Context: an optimization exercise on an open-source flow, tuned for small area and a short achievable clock period. The choices shown serve that exercise and are no tape-out recipe.
No functional check of the RTL was part of any run shown here.
In every run shown here, the design's own scripts or RTL, not TritonCTS, make the clock network.
The flow treats the clock pin as an ideal source. Dropping or thinning the clock tree relies on that and would not hold on a real chip.
No activity file was given, so power comes from the tool's default toggle rates.

==> flow/design.v (outline; a module is shown in full before it is edited, if it fits) <==
// module mult_unsigned: 1400 lines
// module mult_pg: 4 lines
// module mult_fa: 4 lines
// module mult_ha: 4 lines
module mult_unsigned (
	input clk, rst,
	input [15:0] A,
	input [23:0] B,
	output [39:0] result
);
  // ...
==> flow/flow/run.sh <==
#!/bin/bash
# Layout flow: the standard synthesis unchanged, then the standard ORFS
# steps with plain buffers on the ports and the setup-repair target below.
set -euo pipefail
bash standard.sh synth > synth.log 2>&1
sed -e 's/SETUP_SLACK_MARGIN=[-0-9.]*/SETUP_SLACK_MARGIN=5.58/' standard.sh > layout.sh
export BUFFER_PORTS_ARGS="-buffer_cell sky130_fd_sc_hd__buf_1"
export PRE_CTS_TCL=$(pwd)/flow/manual_cts.tcl MCTS_LEAVES=14 MCTS_ROOTS=4 MCTS_CLASSES='r2:sky130_fd_sc_hd__dlygate4sd3_1+sky130_fd_sc_hd__dlygate4sd1_1 r3:sky130_fd_sc_hd__dlygate4sd3_1+sky130_fd_sc_hd__dlygate4sd3_1 r4:sky130_fd_sc_hd__dlygate4sd3_1+sky130_fd_sc_hd__dlygate4sd3_1' REMOVE_ABC_BUFFERS=1
bash layout.sh finish > layout.log 2>&1
==> flow/flow/manual_cts.tcl <==
# Two-level clock tree built by hand, in place of the flow's clock tree
# synthesis: the clock port drives a few root buffers; each root buffer drives
# the leaf buffers of its region, and each leaf buffer drives one cluster of
# flip-flops (k-means on their positions). Every register gets the same two
# buffer stages; no register's clock is delayed on purpose.
proc mcts_kmeans {pts k} {
  # pts: list of {x y}; returns {assign cx cy counts}
  set n [llength $pts]
  set sorted [lsort -real -index 0 $pts]
  set cx {}; set cy {}
  for {set i 0} {$i < $k} {incr i} {
    set s [lindex $sorted [expr {int(($i + 0.5) * $n / $k)}]]
    lappend cx [lindex $s 0]; lappend cy [lindex $s 1]
  }
  for {set iter 0} {$iter < 40} {incr iter} {
    set sx [lrepeat $k 0.0]; set sy [lrepeat $k 0.0]; set sc [lrepeat $k 0]
    set assign {}
    foreach s $pts {
      set best 0; set bd 1e30
      for {set i 0} {$i < $k} {incr i} {
        set d [expr {abs([lindex $s 0] - [lindex $cx $i]) + abs([lindex $s 1] - [lindex $cy $i])}]
        if {$d < $bd} { set bd $d; set best $i }
      }
      lappend assign $best
      lset sx $best [expr {[lindex $sx $best] + [lindex $s 0]}]
      lset sy $best [expr {[lindex $sy $best] + [lindex $s 1]}]
      lset sc $best [expr {[lindex $sc $best] + 1}]
    }
    for {set i 0} {$i < $k} {incr i} {
      if {[lindex $sc $i] > 0} {
        lset cx $i [expr {[lindex $sx $i] / [lindex $sc $i]}]
        lset cy $i [expr {[lindex $sy $i] / [lindex $sc $i]}]
      }
    }
  }
  return [list $assign $cx $cy $sc]
}

# capacity-limited assignment of points to centres (nearest first), with the
# centres moved to their points' mean, repeated
proc mcts_balance {pts cx cy cap} {
  set n [llength $pts]
  set k [llength $cx]
  for {set iter 0} {$iter < 10} {incr iter} {
    set pairs {}
    for {set l 0} {$l < $n} {incr l} {
      set p [lindex $pts $l]
      for {set r 0} {$r < $k} {incr r} {
        lappend pairs [list [expr {abs([lindex $p 0] - [lindex $cx $r]) + abs([lindex $p 1] - [lindex $cy $r])}] $l $r]
      }
    }
    set assign [lrepeat $n -1]
    set sc [lrepeat $k 0]
    foreach pr [lsort -real -index 0 $pairs] {
      lassign $pr d l r
      if {[lindex $assign $l] >= 0 || [lindex $sc $r] >= $cap} { continue }
      lset assign $l $r
      lset sc $r [expr {[lindex $sc $r] + 1}]
    }
    set sx [lrepeat $k 0.0]; set sy [lrepeat $k 0.0]
    for {set l 0} {$l < $n} {incr l} {
      set r [lindex $assign $l]
      lset sx $r [expr {[lindex $sx $r] + [lindex $pts $l 0]}]
      lset sy $r [expr {[lindex $sy $r] + [lindex $pts $l 1]}]
    }
    for {set r 0} {$r < $k} {incr r} {
      if {[lindex $sc $r] > 0} { lset cx $r [expr {[lindex $sx $r] / [lindex $sc $r]}]; lset cy $r [expr {[lindex $sy $r] / [lindex $sc $r]}] }
    }
  }
  return [list $assign $cx $cy $sc]
}

proc mcts_build {nleaf nroot} {
  set block [ord::get_db_block]
  set db [ord::get_db]
  set clknet [[$block findBTerm clk] getNet]
  set master [$db findMaster sky130_fd_sc_hd__clkbuf_16]
  set lmaster $master
  if {[info exists ::env(MCTS_LEAF_CELL)]} { set lmaster [$db findMaster $::env(MCTS_LEAF_CELL)] }
  # register classes: "prefix:cell+cell ..." puts the named delay cells in
  # front of the leaf buffers of the registers whose names start with prefix
  set classes {{"" {}}}
  if {[info exists ::env(MCTS_CLASSES)]} {
    foreach c $::env(MCTS_CLASSES) {
      lassign [split $c :] pre chain
      lappend classes [list $pre [split $chain +]]
    }
  }
  set sinks {}
  foreach it [$clknet getITerms] {
    set inst [$it getInst]
    set name [$inst getName]
    set cls 0
    for {set c 1} {$c < [llength $classes]} {incr c} {
      if {[string match "[lindex $classes $c 0]*" $name]} { set cls $c; break }
    }
    set loc [$inst getLocation]
    set m [$inst getMaster]
    lappend sinks [list $it $cls [expr {[lindex $loc 0] + [$m getWidth] / 2}] [expr {[lindex $loc 1] + [$m getHeight] / 2}]]
  }
  set n [llength $sinks]
  set cap [expr {int(ceil(double($n) / $nleaf))}]
  # leaf clusters, class by class
  set leaves {}
  set sink_leaf {}
  for {set c 0} {$c < [llength $classes]} {incr c} {
    set pts {}; set its {}
    foreach s $sinks {
      if {[lindex $s 1] == $c} { lappend pts [lrange $s 2 3]; lappend its [lindex $s 0] }
    }
    if {[llength $pts] == 0} { continue }
    set k [expr {max(1, int(ceil(double([llength $pts]) / $cap)))}]
    lassign [mcts_kmeans $pts $k] assign cx cy sc
    lassign [mcts_balance $pts $cx $cy [expr {int(ceil(double([llength $pts]) / $k))}]] assign cx cy sc
    set base [llength $leaves]
    for {set i 0} {$i < $k} {incr i} { lappend leaves [list [lindex $cx $i] [lindex $cy $i] $c [lindex $sc $i]] }
    set j 0
    foreach it $its { lappend sink_leaf [list $it [expr {$base + [lindex $assign $j]}]]; incr j }
  }
  set nl [llength $leaves]
  set lpts {}
  foreach l $leaves { lappend lpts [lrange $l 0 1] }
  lassign [mcts_kmeans $lpts $nroot] rassign rcx rcy rsc
  lassign [mcts_balance $lpts $rcx $rcy [expr {int(ceil(double($nl) / $nroot))}]] rassign rcx rcy rsc
  set rootnets {}
  for {set r 0} {$r < $nroot} {incr r} {
    if {[lindex $rsc $r] == 0} { lappend rootnets {}; continue }
    set root [odb::dbInst_create $block $master mcts_root_$r]
    $root setLocation [expr {int([lindex $rcx $r])}] [expr {int([lindex $rcy $r])}]
    $root setPlacementStatus PLACED
    [$root findITerm A] connect $clknet
    set rnet [odb::dbNet_create $block mcts_root_net_$r]
    $rnet setSigType CLOCK
    [$root findITerm X] connect $rnet
    lappend rootnets $rnet
  }
  set leafnets {}
  for {set i 0} {$i < $nl} {incr i} {
    lassign [lindex $leaves $i] x y c cnt
    set x [expr {int($x)}]; set y [expr {int($y)}]
    set drv [lindex $rootnets [lindex $rassign $i]]
    set d 0
    foreach cell [lindex $classes $c 1] {
      set dl [odb::dbInst_create $block [$db findMaster $cell] mcts_dly_${i}_$d]
      $dl setLocation $x $y
      $dl setPlacementStatus PLACED
      [$dl findITerm A] connect $drv
      set dnet [odb::dbNet_create $block mcts_dly_net_${i}_$d]
      $dnet setSigType CLOCK
      [$dl findITerm X] connect $dnet
      set drv $dnet
      incr d
    }
    set leaf [odb::dbInst_create $block $lmaster mcts_leaf_$i]
    $leaf setLocation $x $y
    $leaf setPlacementStatus PLACED
    [$leaf findITerm A] connect $drv
    set lnet [odb::dbNet_create $block mcts_leaf_net_$i]
    $lnet setSigType CLOCK
    [$leaf findITerm X] connect $lnet
    lappend leafnets $lnet
  }
  foreach sl $sink_leaf {
    set it [lindex $sl 0]
    $it disconnect
    $it connect [lindex $leafnets [lindex $sl 1]]
  }
  puts "manual clock tree: $n sinks, $nl leaf buffers, $nroot root buffers $rsc, classes $classes"
}

set mcts_leaves 10
set mcts_roots 3
if {[info exists ::env(MCTS_LEAVES)]} { set mcts_leaves $::env(MCTS_LEAVES) }
if {[info exists ::env(MCTS_ROOTS)]} { set mcts_roots $::env(MCTS_ROOTS) }
mcts_build $mcts_leaves $mcts_roots
set_propagated_clock [all_clocks]
# the tree is built: the flow's clock_tree_synthesis call becomes a no-op
rename clock_tree_synthesis mcts_orig_clock_tree_synthesis
proc clock_tree_synthesis {args} { puts "clock_tree_synthesis skipped: manual clock tree" }
==> flow/standard.sh <==
#!/bin/bash
# synth_recipe.tcl (not shown) runs the flow's synth.tcl, then flattens the netlist and writes it again
# the make line also repeats each setting of config.mk as NAME=value (left out here)
make -C /OpenROAD-flow-scripts/flow DESIGN_CONFIG=/design/flow/config.mk WORK_HOME=/design/flow/orfs CLKGATE_MAP_FILE= SYNTH_SCRIPT=/design/flow/synth_recipe.tcl "${@:-finish}"
==> flow/config.mk <==
export PLATFORM = sky130hd
export DESIGN_NAME = mult_unsigned
export DESIGN_NICKNAME = mult_unsigned
export VERILOG_FILES = /design/flow/design.v
export SDC_FILE = /design/flow/constraint.sdc
export NUM_CORES = 4
export LEC_CHECK = 0
export CAP_MARGIN = 20
export CORE_MARGIN = 2
export CORE_UTILIZATION = 40
export SETUP_SLACK_MARGIN = 5
export SLEW_MARGIN = 20
export SYNTH_HIERARCHICAL = 1
export SYNTH_MINIMUM_KEEP_SIZE = 0
==> flow/constraint.sdc <==
create_clock -name core_clock -period 8.0 [get_ports {clk}]
set_input_delay 1.6000 -clock core_clock [delete_from_list [all_inputs] [get_ports {clk}]]
set_output_delay 1.6000 -clock core_clock [all_outputs]
set_load 0.01 [all_outputs]
==> results.toml, run 1 <==
[layout]
area_dominant_class = "multi-input gates"
sequential_cell_total = 251
fin_cells = 1744
fin_util = 0.4516
multi_input_gates = 857

[power_and_ir_drop]
maxPowerGroup = "combinational cells"
total_power_w = 0.005921
combinationalPowerShare = 0.483
switching_power_w = 0.002180
seq_power_share = 0.336

[global_routing]
grt.met2_usage = 0.2888

[outcome]
status = "timing/DRC/antenna clean"

[timing]
hold_violations = 0
slew_headroom = 0.4716
period_needed_ps = 2429
fin_ws_ps = 5571

[setup_path]
cp_slowest_cell = "dfrtp_1"
cp_num_cells = 1
required_ps = 6400
crit_type = "reg -> out"

[cts]
postCtsSetupRepairBufs = 1
cts_hold_buf = 5

[detailed_routing]
vias = 9323
drc_errors = 0
top_layer = "met5"

[place]
dp_hpwl_mm = 22.40

[hold_path]
worstHoldStart = "r_two[0]"

[floorplanning]
design.core.area_um2 = 35740
==> inputs of run 2 (changes only) <==
==> flow/flow/run.sh (replaced) <==
#!/bin/bash
# Layout flow: the standard synthesis unchanged, then the standard ORFS
# steps with plain buffers on the ports and the setup-repair target below.
set -euo pipefail
bash standard.sh synth > synth.log 2>&1
sed -e 's/SETUP_SLACK_MARGIN=[-0-9.]*/SETUP_SLACK_MARGIN=5.58/' standard.sh > layout.sh
export BUFFER_PORTS_ARGS="-buffer_cell sky130_fd_sc_hd__buf_1"
export PRE_CTS_TCL=$(pwd)/flow/manual_cts.tcl MCTS_LEAVES=12 MCTS_ROOTS=4 MCTS_CLASSES='r2:sky130_fd_sc_hd__dlygate4sd3_1+sky130_fd_sc_hd__dlygate4sd1_1 r3:sky130_fd_sc_hd__dlygate4sd3_1+sky130_fd_sc_hd__dlygate4sd3_1' REMOVE_ABC_BUFFERS=1
bash layout.sh finish > layout.log 2>&1
==> run 2 against run 1 <==
Net effect: the layout now fails its checks (hold timing); clock skew is 62 ps higher; synthesized cell count is the same; maximum frequency rose by 0.11%; largest cell class unchanged.
==> results.toml, run 2 <==
[outcome]
status = "finished with violations"
layout.failed_checks = "hold timing"

[floorplanning]
dieWidth_um = 194.9
io_pins = 82
die-area_um2 = 37990
num_rows = 69
die_h_um = 194.9
initial_core_util = 0.4079
design.core.area_um2 = 35740

[layout]
fillerInstances = 3401
syn_to_final_growth_pct = 9.398
largest_register = "r2"
drive_above_1_share = 0.09550
multi_input_area_um2 = 8864
fin_nets = 1553
regArea_um2 = 5303
layout_common_cells = "xnor2_1, a22oi_1, dfxtp_1, fa_1, ha_1"
finish.instance_area_um2 = 15950
final_common_cell = "xnor2_1"
largest_register_ffs = 79
fin_cells = 1729

[global_routing]
groute.usage.overall = 0.1845
antenna_found_initial = 2
grt_max_degree = 52
overflow = 0
grt_pass1_wl_mm = 55.75
grt_pass1_vias = 9756

[setup_path]
required_ps = 6400
cp_slowest_cell = "dfrtp_1"
crit_arrival_ps = 830
cp_num_buf_inv = 1
start_kind = "flop"
end_kind = "output pin"
cp_cell_sequence = "buf_6"
crit_family = "flip-flops"
r2r_setup_slack_ps = 5650
crit_fanout = 1
max_stage_delay_ps = 390
crit_type = "reg -> out"

[yosys]
yosys_warnings = 7
synthTopCellsByArea = "dfxtp_1, fa_1, xnor2_1, a22oi_1, dfrtp_1"
synth_async_sr_flop_share = 0.1753
yosysMostFrequentCell = "xnor2_1"
synthSimpleGateAreaFrac = 0.05407
synth_cells = 1241
syn_area_um2 = 14580
synth_cell_types = 42
synth_xor_area_frac = 0.1358
synth_compound_area_frac = 0.1214
avgSynthCellArea_um2 = 11.75
synth-edff-count = 0
synth_top_family_by_area = "adder cells"
synth_seq_cells = 251
seq_area_frac_synth = 0.3598
yosysTopAreaCell = "dfxtp_1"
synth_mux_area_frac = 0
synth_top_area_frac = 0.2843
synth_commonest_cells = "xnor2_1, dfxtp_1, a22oi_1, fa_1, clkbuf_1"
synthAdderAreaFrac = 0.2942
ys.flop_type = "dfxtp_1"

[timing]
period_share = 0.3033
drv_slew = 0
skew_ps = 1231
slew_headroom = 0.4802
tightest_slew_ps = 778.8
hold_violations = 1
fin_ws_ps = 5574
setup_viol = 0
period_needed_ps = 2426
rsz0062_at_grt = "true"
setup_tns_ps = 0
whs_ps = -26.72
max_freq_mhz = 412.2

[place]
port_buffers = 81
routabilityCongestion = 0.8482
place_area_um2 = 15170
dp_slack_ps = 4470
placedCellCount = 1689
dp_hpwl_mm = 22.40

[detailed_routing]
drc_errors = 0
vias = 9213
firstDrtPassIters = 6
via_per_inst = 5.329
drt_iter0_markers = 774
routed_wl_mm = 34.66
ant_nets = 0
routed_wire_length_per_instance_um = 20.05

[power_and_ir_drop]
p_leak_nw = 6.281
ir_worst_vdd_uv = 249.9
powerDensity_nw_per_um2 = 357.1

[cts]
insertion_delay_ps = 1520
path_clk_slew_ps = 110

[run]
maxCapViolations = 0

[hold_path]
hp-class = "reg -> reg"
run 2: cell counts after synthesis:
Identical to the previous run, type by type.
run 2: per-layer routing:
metal | routed length [um] | up-vias | track usage
met1 | 15550 | 4524 | 0.2629
met5 | 0 | - | 0
met2 | 15080 | 436 | 0.2872
li1 | - | 4183 | -
met4 | 796 | 0 | 0.04637
met3 | 3235 | 70 | 0.03800
run 2: logic make-up after synthesis:
kind of cell             count (synthesis)
XOR/XNOR                               226
flip-flops                             251
buffers and inverters                  133
AO/OA/AOI/OAI                          239
adder cells (fa/ha/maj)                242
other                                    2
AND/OR/NAND/NOR                        148
run 2: area by class of cell:
class,instances,share of cell area
Timing Repair Buffer,108,0.03625
Sequential cell,251,0.3325
Tap cell,461,0.03617
Multi-Input combinational cell,857,0.5558
Buffer,29,0.03389
Inverter,22,0.005257
Antenna cell,1,0.0001569
run 2: where the power goes:
| part | internal, W | switching [W] | total [W] |
|---|---|---|---|
| clock | 0.000450 | 0.000427 | 0.000877 |
| sequential | 0.00179 | 0.000194 | 0.00199 |
| combinational | 0.00133 | 0.00150 | 0.00283 |
run 2: worst paths after layout:
path / start / to / cells after the start
max reg2reg: r_two[1] / r2[46] / 6
max: r5[25] / result[25] / 1
min: r_two[0] / r2[2] / 2
min in group asynchronous: rst / r5[12] / 2
min reg2reg: r_two[0] / r2[2] / 2
max in group asynchronous: rst / v[3] / 2
run 2: per-stage QoR:
stage / power, W / hold slack, ps / utilization
floorplan: 0.003938 / 309.6 / -
global placement: 0.004723 / 310.4 / 0.4245
detailed placement: 0.004787 / 312.1 / 0.4245
CTS: 0.005712 / 4.033 / 0.4424
global route: 0.006272 / 35.70 / 0.4462
finish: 0.005695 / -26.72 / 0.4462
run 2: what timing repair did:
item / in CTS / in global routing
resized for setup: 30 / 49
setup endpoints to repair: 52 / 64
pin swaps: 0 / 3
hold endpoints to repair: 5 / 0
setup buffers: 0 / 4
hold buffers: 6 / 0
run 2: Yosys stat by module (local to each module, per instance):
module,cells inside,area [um^2],copies in the design
mult_pg,1,12.51,40
mult_fa,1,20.02,168
mult_unsigned,1019,10540,1
mult_ha,1,12.51,14
==> inputs of run 3 (changes only) <==
--- a/flow/config.mk
+++ b/flow/config.mk
@@ -9,4 +9,5 @@
 export CORE_MARGIN = 2
 export CORE_UTILIZATION = 40
+export HOLD_SLACK_MARGIN = 0.2
 export SETUP_SLACK_MARGIN = 5
 export SLEW_MARGIN = 20
==> run 3 against run 2 <==
Net effect: the run now finishes clean; cell count up 1.9%; sequential share of layout area down 0.72 points; setup slack better by 0.59 ps; utilization up 1.0 points; combinational power up 4%; clock power about the same; register-to-register slack worse by 20 ps; critical endpoint unchanged.
==> results.toml, run 3 <==
[yosys]
syn_area_um2 = 14580
synthTopCellsByArea = "dfxtp_1, fa_1, xnor2_1, a22oi_1, dfrtp_1"
synth-edff-count = 0
synth_seq_cells = 251
yosys_warnings = 7
synth_cells = 1241
seq_area_frac_synth = 0.3598
yosysTopAreaCell = "dfxtp_1"
ys.flop_type = "dfxtp_1"
synth_async_sr_flop_share = 0.1753
avgSynthCellArea_um2 = 11.75
yosysMostFrequentCell = "xnor2_1"
synth_top_area_frac = 0.2843
synth_cell_types = 42
synth_commonest_cells = "xnor2_1, dfxtp_1, a22oi_1, fa_1, clkbuf_1"

[power_and_ir_drop]
p_leak_nw = 6.420
ir_worst_vdd_uv = 249.7
powerDensity_nw_per_um2 = 356.1

[floorplanning]
die-area_um2 = 37990
num_rows = 69
initial_core_util = 0.4079
io_pins = 82
die_h_um = 194.9
design.core.area_um2 = 35740
dieWidth_um = 194.9

[outcome]
status = "timing/DRC/antenna clean"

[layout]
layout_common_cells = "xnor2_1, a22oi_1, dfxtp_1, fa_1, ha_1"
largest_register = "r2"
fin_nets = 1586
final_common_cell = "xnor2_1"
largest_register_ffs = 79
drive_above_1_share = 0.09692
syn_to_final_growth_pct = 11.86

[timing]
rsz0062_at_grt = "true"
max_freq_mhz = 412.3
slew_headroom = 0.4803
drv_slew = 0
period_needed_ps = 2425
period_share = 0.3032
tightest_slew_ps = 778.7
whs_ps = 151.3
hold_violations = 0
setup_viol = 0
setup_tns_ps = 0
skew_ps = 1231

[global_routing]
grt_pass1_wl_mm = 56.35
grt_pass1_vias = 9928
overflow = 0
groute.usage.overall = 0.1866
grt_max_degree = 52
antenna_found_initial = 2

[detailed_routing]
routed_wire_length_per_instance_um = 19.99
drc_errors = 0
routed_wl_mm = 35.22
firstDrtPassIters = 7
vias = 9376
via_per_inst = 5.321
ant_nets = 0
drt_iter0_markers = 742

[setup_path]
required_ps = 6400
crit_fanout = 1
start_kind = "flop"
cp_num_cells = 1
ff2ff_path_depth = 6
cp_cell_sequence = "buf_6"
crit_arrival_ps = 830
max_stage_delay_ps = 390
cp_slowest_cell = "dfrtp_1"
crit_type = "reg -> out"
end_kind = "output pin"
cp_num_buf_inv = 1
crit_family = "flip-flops"

[hold_path]
worstHoldPathCells = 3
hp-class = "reg -> reg"

[place]
port_buffers = 81
routabilityCongestion = 0.8482
dp_hpwl_mm = 22.40

[cts]
path_clk_slew_ps = 100
insertion_delay_ps = 1520

[run]
maxCapViolations = 0
-- run 3: cell counts after synthesis --
Identical to the previous run, type by type.
-- run 3: where the power goes --
group	internal [W]	switching (W)
registers	0.00179	0.000194
clock network	0.000450	0.000428
logic	0.00142	0.00153
-- run 3: what timing repair did --
action                                  in CTS  in global routing
gates resized for setup                     30                 57
endpoints found under the setup margin      52                 64
hold buffers                                35                  4
hold endpoints to repair                    28                  3
pin swaps                                    0                  3
buffers inserted                             0                  4
-- run 3: layout make-up --
cell class                 instances  area [um^2]
sequential                       251         5305
tap                              461        576.8
fill                            3383        19430
timing repair buffer             141        908.4
buffer                            29        540.5
multi-input combinational        857         8890
antenna                            1        2.502
inverter                          22        83.83
-- run 3: metrics by stage --
step	instance area [um^2]	setup WS [ps]	utilization	std cells	power, W
floorplan	14160	4335	-	1130	0.003938
global placement	15170	4480	0.4245	1689	0.004723
detailed placement	15170	4470	0.4245	1689	0.004787
CTS	16100	5556	0.4506	1753	0.005786
global route	16310	5536	0.4562	1762	0.006386
finish	16310	5575	0.4562	1762	0.005806
-- run 3: logic make-up (layout without fill, tap and decap cells) --
family / Yosys count / count (layout) / synth area share
flip-flops: 251 / 251 / 0.3598
adder cells (fa/ha/maj): 242 / 242 / 0.2942
AO/OA/AOI/OAI: 239 / 239 / 0.1214
XOR/XNOR: 226 / 226 / 0.1358
AND/OR/NAND/NOR: 148 / 148 / 0.05407
buffers and inverters: 133 / 192 / 0.03425
other: 2 / 3 / 0.0005152
-- run 3: path summary, 6_finish.rpt --
kind                             start         end  slack [ps]
worst min-delay path             rb[1]       r2[4]         150
min in group asynchronous          rst      r5[12]        1360
max in group asynchronous          rst        v[3]        6100
worst min register to register   rb[1]       r2[4]         150
worst max register to register   rb[9]      r2[32]        5630
worst max-delay path            r5[25]  result[25]        5570
-- run 3: metal layers --
layer  track usage  up-vias  part of all wire
li1              -     4252                 -
met1        0.2641     4619              0.45
met2        0.2923      428              0.44
met3       0.03887       75             0.086
met4       0.04665        2             0.024
met5             0        -           0.00037
-- run 3: Yosys stat by module (local to each module, per instance) --
module / area (um^2) / cells inside
mult_unsigned: 10540 / 1019
mult_fa: 20.02 / 1
mult_ha: 12.51 / 1
mult_pg: 12.51 / 1
==> inputs of run 4 (changes only) <==
--- a/flow/config.mk
+++ b/flow/config.mk
@@ -9,5 +9,5 @@
 export CORE_MARGIN = 2
 export CORE_UTILIZATION = 40
-export HOLD_SLACK_MARGIN = 0.2
+export HOLD_SLACK_MARGIN = 0.05
 export SETUP_SLACK_MARGIN = 5
 export SLEW_MARGIN = 20
==> run 4 against run 3 <==
Net effect: now fails the layout checks on hold timing; critical path depth unchanged; synthesized area unchanged; first-iteration DRC count down 1.2%; worst hold slack got worse by 160 ps; clock power is essentially flat; total power is 1.8% lower; synthesized cell count unchanged; setup slack better by 1.1 ps; wire length is 1.5% lower; sequential share of layout area rose by 0.65 points; critical endpoint unchanged.
==> results.toml, run 4 <==
[yosys]
yosysMostFrequentCell = "xnor2_1"
synth_seq_cells = 251
syn_area_um2 = 14580
synth_xor_area_frac = 0.1358
synth_cells = 1241
avgSynthCellArea_um2 = 11.75
synth_top_area_frac = 0.2843
synth_commonest_cells = "xnor2_1, dfxtp_1, a22oi_1, fa_1, clkbuf_1"
synth_mux_area_frac = 0
synthSimpleGateAreaFrac = 0.05407
synth_compound_area_frac = 0.1214
synth_async_sr_flop_share = 0.1753
ys.flop_type = "dfxtp_1"
synthTopCellsByArea = "dfxtp_1, fa_1, xnor2_1, a22oi_1, dfrtp_1"
yosysTopAreaCell = "dfxtp_1"
synth-edff-count = 0
seq_area_frac_synth = 0.3598
synth_top_family_by_area = "adder cells"
synth_cell_types = 42
yosys_warnings = 7
synthAdderAreaFrac = 0.2942

[timing]
tightest_slew_ps = 778.9
max_freq_mhz = 412.5
rsz0062_at_grt = "true"
setup_tns_ps = 0
drv_slew = 0
setup_viol = 0
slew_headroom = 0.4802
whs_ps = -8.637
period_needed_ps = 2424
hold_violations = 1
period_share = 0.3030
skew_ps = 1233

[detailed_routing]
via_per_inst = 5.329
ant_nets = 0
drc_errors = 0
routed_wire_length_per_instance_um = 20.02
drt_iter0_markers = 733
routed_wl_mm = 34.67
firstDrtPassIters = 7
vias = 9230

[layout]
fin_nets = 1556
largest_register = "r2"
fillerInstances = 3398
layout_common_cells = "xnor2_1, a22oi_1, dfxtp_1, fa_1, ha_1"
fin_cells = 1732
final_common_cell = "xnor2_1"
syn_to_final_growth_pct = 9.604
largest_register_ffs = 79
drive_above_1_share = 0.09528

[cts]
insertion_delay_ps = 1520
path_clk_slew_ps = 110

[global_routing]
grt_use_met1 = 0.2631
groute.usage.overall = 0.1847
overflow = 0
antenna_found_initial = 2
grt_max_degree = 52
grt.met2_usage = 0.2878
grt_util_met3 = 0.03800
grt_pass1_wl_mm = 55.84
grt_pass1_vias = 9778
busiest_layer = "met2"

[setup_path]
crit_type = "reg -> out"
required_ps = 6400
cp_num_buf_inv = 1
reg2reg_to = "r2[34]"
max_stage_delay_ps = 390
crit_arrival_ps = 820
end_kind = "output pin"
cp_cell_sequence = "buf_6"
crit_family = "flip-flops"
start_kind = "flop"
crit_fanout = 1
ff2ff_path_depth = 6
r2r_start = "rb[9]"
r2r_setup_slack_ps = 5640
cp_slowest_cell = "dfrtp_1"

[hold_path]
whs_endpoint = "r2[2]"
worstHoldStart = "rb[1]"
worstHoldPathCells = 2
hp-class = "reg -> reg"

[floorplanning]
design.core.area_um2 = 35740
num_rows = 69
dieWidth_um = 194.9
die_h_um = 194.9
io_pins = 82
initial_core_util = 0.4079
die-area_um2 = 37990

[outcome]
status = "finished with violations"
layout.failed_checks = "hold timing"

[place]
routabilityCongestion = 0.8482
placedCellCount = 1689
port_buffers = 81
dp_hpwl_mm = 22.40

[run]
maxCapViolations = 0

[power_and_ir_drop]
ir_worst_vdd_uv = 249.7
p_leak_nw = 6.295
powerDensity_nw_per_um2 = 356.7
total_power_w = 0.005699
run 4: report_power, final:
group	switching (W)	internal (W)
Combinational	0.00150	0.00134
Clock	0.000426	0.000450
Sequential	0.000194	0.00179
Total	0.00212	0.00358
run 4: cell families (layout without fill, tap and decap cells):
logic type | Yosys count | after routing
DFF | 251 | 251
adders and majority gates | 242 | 242
AOI/OAI and AO/OA | 239 | 239
xor gates and xnor gates | 226 | 226
and+or+nand+nor | 148 | 148
buffers and inverters | 133 | 162
other | 2 | 3
run 4: metrics by stage:
stage | util | cell area (um^2) | setup WS (ps) | hold WS, ps
3_3_place_gp | 0.4245 | 15170 | 4480 | 310.4
3_5_place_dp | 0.4245 | 15170 | 4470 | 312.1
2_1_floorplan | - | 14160 | 4335 | 309.6
6_report | 0.4470 | 15980 | 5576 | -8.637
4_1_cts | 0.4433 | 15840 | 5556 | 78.49
5_1_grt | 0.4470 | 15980 | 5537 | 72.31
run 4: routing by layer:
metal | up-vias | routed length, um
met5 | - | 0
met4 | 0 | 868
met3 | 70 | 3192
met2 | 424 | 15160
met1 | 4546 | 15450
li1 | 4190 | -
run 4: how the worst max path moves through the flow:
stage	from	endpoint	slack (ps)	cells past startpoint
after detailed placement	r_one[1]	r2[32]	4470	6
after CTS	r5[39]	result[39]	5560	1
after global routing	r5[12]	result[12]	5540	1
after global placement	r_one[0]	r2[34]	4480	6
after floorplan	r_neg[7]	r2[58]	4330	6
final	r5[25]	result[25]	5580	1
run 4: repair_timing:
item	4_1_cts	5_1_grt
setup buffers	0	4
resized for setup	30	49
pin swaps	0	3
setup endpoints to repair	52	64
hold buffers	9	0
endpoints found under the hold margin	7	0
run 4: per-module statistics from Yosys (local to each module, per instance):
| module | area [um^2] | flip-flops and latches |
|---|---|---|
| mult_fa | 20.02 | 0 |
| mult_ha | 12.51 | 0 |
| mult_pg | 12.51 | 0 |
| mult_unsigned | 10540 | 251 |
run 4: area by class of cell:
type | count | area (um^2) | share of cell area
Timing Repair Buffer | 111 | 608.1 | 0.03806
Sequential cell | 251 | 5303 | 0.3319
Multi-Input combinational cell | 857 | 8864 | 0.5547
Inverter | 22 | 83.83 | 0.005247
Tap cell | 461 | 576.8 | 0.03610
Buffer | 29 | 540.5 | 0.03383
Antenna cell | 1 | 2.502 | 0.0001566
==> inputs of run 5 (changes only) <==
==> flow/flow/run.sh (replaced) <==
#!/bin/bash
# Layout flow: the standard synthesis unchanged, then the standard ORFS
# steps with plain buffers on the ports and the setup-repair target below.
set -euo pipefail
bash standard.sh synth > synth.log 2>&1
sed -e 's/SETUP_SLACK_MARGIN=[-0-9.]*/SETUP_SLACK_MARGIN=5.58/' standard.sh > layout.sh
export BUFFER_PORTS_ARGS="-buffer_cell sky130_fd_sc_hd__buf_1"
export PRE_CTS_TCL=$(pwd)/flow/manual_cts.tcl MCTS_LEAVES=12 MCTS_ROOTS=4 MCTS_CLASSES='r2:sky130_fd_sc_hd__dlygate4sd3_1+sky130_fd_sc_hd__dlygate4sd1_1 r3:sky130_fd_sc_hd__dlygate4sd3_1+sky130_fd_sc_hd__dlygate4sd3_1+sky130_fd_sc_hd__dlygate4sd1_1' REMOVE_ABC_BUFFERS=1
bash layout.sh finish > layout.log 2>&1
--- a/flow/config.mk
+++ b/flow/config.mk
@@ -9,5 +9,4 @@
 export CORE_MARGIN = 2
 export CORE_UTILIZATION = 40
-export HOLD_SLACK_MARGIN = 0.05
 export SETUP_SLACK_MARGIN = 5
 export SLEW_MARGIN = 20
==> run 5 against run 4 <==
Net effect: still fails the layout checks on hold timing; combinational power about the same; setup slack worse by 2.4 ps; cell count up 0.35%; clock skew up 170 ps; critical path type unchanged; critical endpoint unchanged; largest cell class unchanged; largest power group unchanged.
==> results.toml, run 5 <==
[layout]
drive_above_1_share = 0.09169
fin_nets = 1562
largest_register_ffs = 79
final_common_cell = "xnor2_1"
layout_common_cells = "xnor2_1, a22oi_1, dfxtp_1, fa_1, ha_1"
fin_cells = 1738
largest_register = "r2"
finish.instance_area_um2 = 16020
syn_to_final_growth_pct = 9.870

[yosys]
ys.flop_type = "dfxtp_1"
synth-edff-count = 0
seq_area_frac_synth = 0.3598
yosys_warnings = 7
yosysTopAreaCell = "dfxtp_1"
yosysMostFrequentCell = "xnor2_1"
synthTopCellsByArea = "dfxtp_1, fa_1, xnor2_1, a22oi_1, dfrtp_1"
synth_seq_cells = 251
avgSynthCellArea_um2 = 11.75
synth_cell_types = 42
syn_area_um2 = 14580
synth_cells = 1241
synth_commonest_cells = "xnor2_1, dfxtp_1, a22oi_1, fa_1, clkbuf_1"
synth_top_area_frac = 0.2843
synth_async_sr_flop_share = 0.1753

[timing]
max_freq_mhz = 412.1
tightest_slew_ps = 778.3
whs_ps = -19.61
drv_slew = 0
skew_ps = 1406
setup_viol = 0
period_share = 0.3034
period_needed_ps = 2427
hold_violations = 1
rsz0062_at_grt = "true"
setup_tns_ps = 0
slew_headroom = 0.4805

[floorplanning]
dieWidth_um = 194.9
design.core.area_um2 = 35740
initial_core_util = 0.4079
io_pins = 82
num_rows = 69
die_h_um = 194.9
die-area_um2 = 37990

[detailed_routing]
ant_nets = 0
routed_wire_length_per_instance_um = 19.94
via_per_inst = 5.307
drc_errors = 0
routed_wl_mm = 34.65
firstDrtPassIters = 6
drt_iter0_markers = 809
vias = 9224

[global_routing]
overflow = 0
grt_max_degree = 52
groute.usage.overall = 0.1854
grt_pass1_vias = 9846
grt_pass1_wl_mm = 56.03
antenna_found_initial = 2

[place]
placedCellCount = 1689
dp_hpwl_mm = 22.40
port_buffers = 81
place_area_um2 = 15170
routabilityCongestion = 0.8482

[setup_path]
cp_num_buf_inv = 1
required_ps = 6400
crit_family = "flip-flops"
cp_num_cells = 1
start_kind = "flop"
cp_cell_sequence = "buf_6"
max_stage_delay_ps = 390
crit_type = "reg -> out"
r2r_setup_slack_ps = 5630
end_kind = "output pin"
crit_arrival_ps = 830
reg2reg_to = "r2[34]"
cp_slowest_cell = "dfrtp_1"
r2r_start = "rb[9]"
crit_fanout = 1
ff2ff_path_depth = 6

[power_and_ir_drop]
total_power_w = 0.005697
powerDensity_nw_per_um2 = 355.7
ir_worst_vdd_uv = 249.8
p_leak_nw = 6.316

[hold_path]
worstHoldStart = "r_two[0]"
hp-class = "reg -> reg"
worstHoldPathCells = 2
whs_endpoint = "r2[2]"

[run]
maxCapViolations = 0

[outcome]
layout.failed_checks = "hold timing"
status = "finished with violations"

[cts]
path_clk_slew_ps = 110
insertion_delay_ps = 1700
[run 5: cell types whose count changed in the layout (fill, tap and decap cells not counted), sizes merged]
cell,previous run,this run
dlygate4sd3,17,24
dlygate4sd1,4,6
buf,75,72
[run 5: worst max-delay path by stage]
stage | start | endpoint | slack (ps)
after floorplan | r_neg[7] | r2[58] | 4330
after detailed placement | r_one[1] | r2[32] | 4470
after global routing | r5[12] | result[12] | 5540
final | r5[25] | result[25] | 5570
after CTS | r5[39] | result[39] | 5560
after global placement | r_one[0] | r2[34] | 4480
[run 5: Yosys stat by module, one instance, submodules excluded]
module,cells inside,copies in the design
mult_fa,1,168
mult_ha,1,14
mult_pg,1,40
mult_unsigned,1019,1
[run 5: area by class of cell]
cell class                      count  area [um^2]
Timing Repair Buffer              115        655.6
Inverter                           22        83.83
Antenna cell                        1        2.502
Buffer                             31        558.0
Multi-Input combinational cell    857         8837
Fill cell                        3400        19730
Tap cell                          461        576.8
Sequential cell                   251         5303
[run 5: where the power goes]
group,switching [W],internal [W]
Sequential,0.000193,0.00179
Clock,0.000429,0.000459
Combinational,0.00149,0.00133
[run 5: routing by layer]
metal	up-vias	GRT usage	wire (um)
li1	4202	-	-
met1	4586	0.2632	15540
met2	378	0.2897	15430
met3	58	0.03817	2956
met4	0	0.04665	725
met5	-	0	0
[run 5: cells by family (layout without fill, tap and decap cells)]
group,Yosys count,after routing,share of synthesized area
buffers and inverters,133,168,0.03425
AO/OA/AOI/OAI,239,239,0.1214
XOR/XNOR,226,226,0.1358
other,2,3,0.0005152
AND/OR/NAND/NOR,148,148,0.05407
flip-flops,251,251,0.3598
adder cells (fa/ha/maj),242,242,0.2942
[run 5: worst register-to-register path: stages (launching register included)]
cell	delay, ps
dfxtp_2	670
a22oi_1	210
xnor2_1	190
fa_1	470
fa_1	430
fa_1	600
fa_1	450
[run 5: per-stage QoR]
stage | util | hold slack [ps] | setup slack [ps]
3_5_place_dp | 0.4245 | 312.1 | 4470
2_1_floorplan | - | 309.6 | 4335
6_report | 0.4481 | -19.61 | 5573
3_3_place_gp | 0.4245 | 310.4 | 4480
4_1_cts | 0.4457 | 1.320 | 5556
5_1_grt | 0.4481 | 31.00 | 5537
[run 5: what timing repair did]
item,CTS,global route
endpoints found under the hold margin,12,0
buffers inserted,0,1
endpoints found under the setup margin,52,61
resized for setup,30,47
hold buffers,16,0
pin swaps,0,1

==> static timing again, ports no longer ideal <==
Ports are ideal in the flow. The routed layouts listed here were re-timed in OpenROAD. Step 1 assumes that a clkbuf_16 drives the clock port and a buf_2 every other input. Step 2, shift: input delay + t, output delay - t, t = (earliest + latest rising clock arrival at the registers) / 2. This alone moves slack from input paths to output paths. Slacks: no drivers / after step 1 / after step 2; pairs: no drivers / after step 1.
| run | t (ns) | setup slack, ns | worst hold slack (ns) | worst setup path after step 2 | latest minus earliest clock arrival (ns) | slew at the worst register clock pin (ns) |
|---|---|---|---|---|---|---|
| run 1 | 0.972 | 5.571 / 5.457 / 5.175 | 0.000 / 0.000 / 0.000 | input, reset recovery | 1.181 / 1.181 | 0.09 / 0.09 |
| run 2 | 0.997 | 5.574 / 5.461 / 5.196 | -0.027 / -0.027 / -0.027 | input, reset recovery | 1.277 / 1.277 | 0.11 / 0.11 |
| run 3 | 0.997 | 5.575 / 5.462 / 5.196 | 0.151 / 0.151 / 0.151 | input, reset recovery | 1.277 / 1.277 | 0.12 / 0.12 |
| run 4 | 0.998 | 5.576 / 5.461 / 5.196 | -0.009 / -0.009 / -0.009 | input, reset recovery | 1.277 / 1.277 | 0.11 / 0.11 |
| run 5 | 1.085 | 5.573 / 5.459 / 5.110 | -0.020 / -0.020 / -0.020 | input, reset recovery | 1.451 / 1.451 | 0.12 / 0.12 |
In every run listed the clock reaches the registers at very different times; t lies between them, and the last value is a rough guide only. For run 5, which loses most, drivers alone change the setup slack by -0.114 ns; drivers and shift together by -0.463 ns. Setup slack includes reset recovery checks.
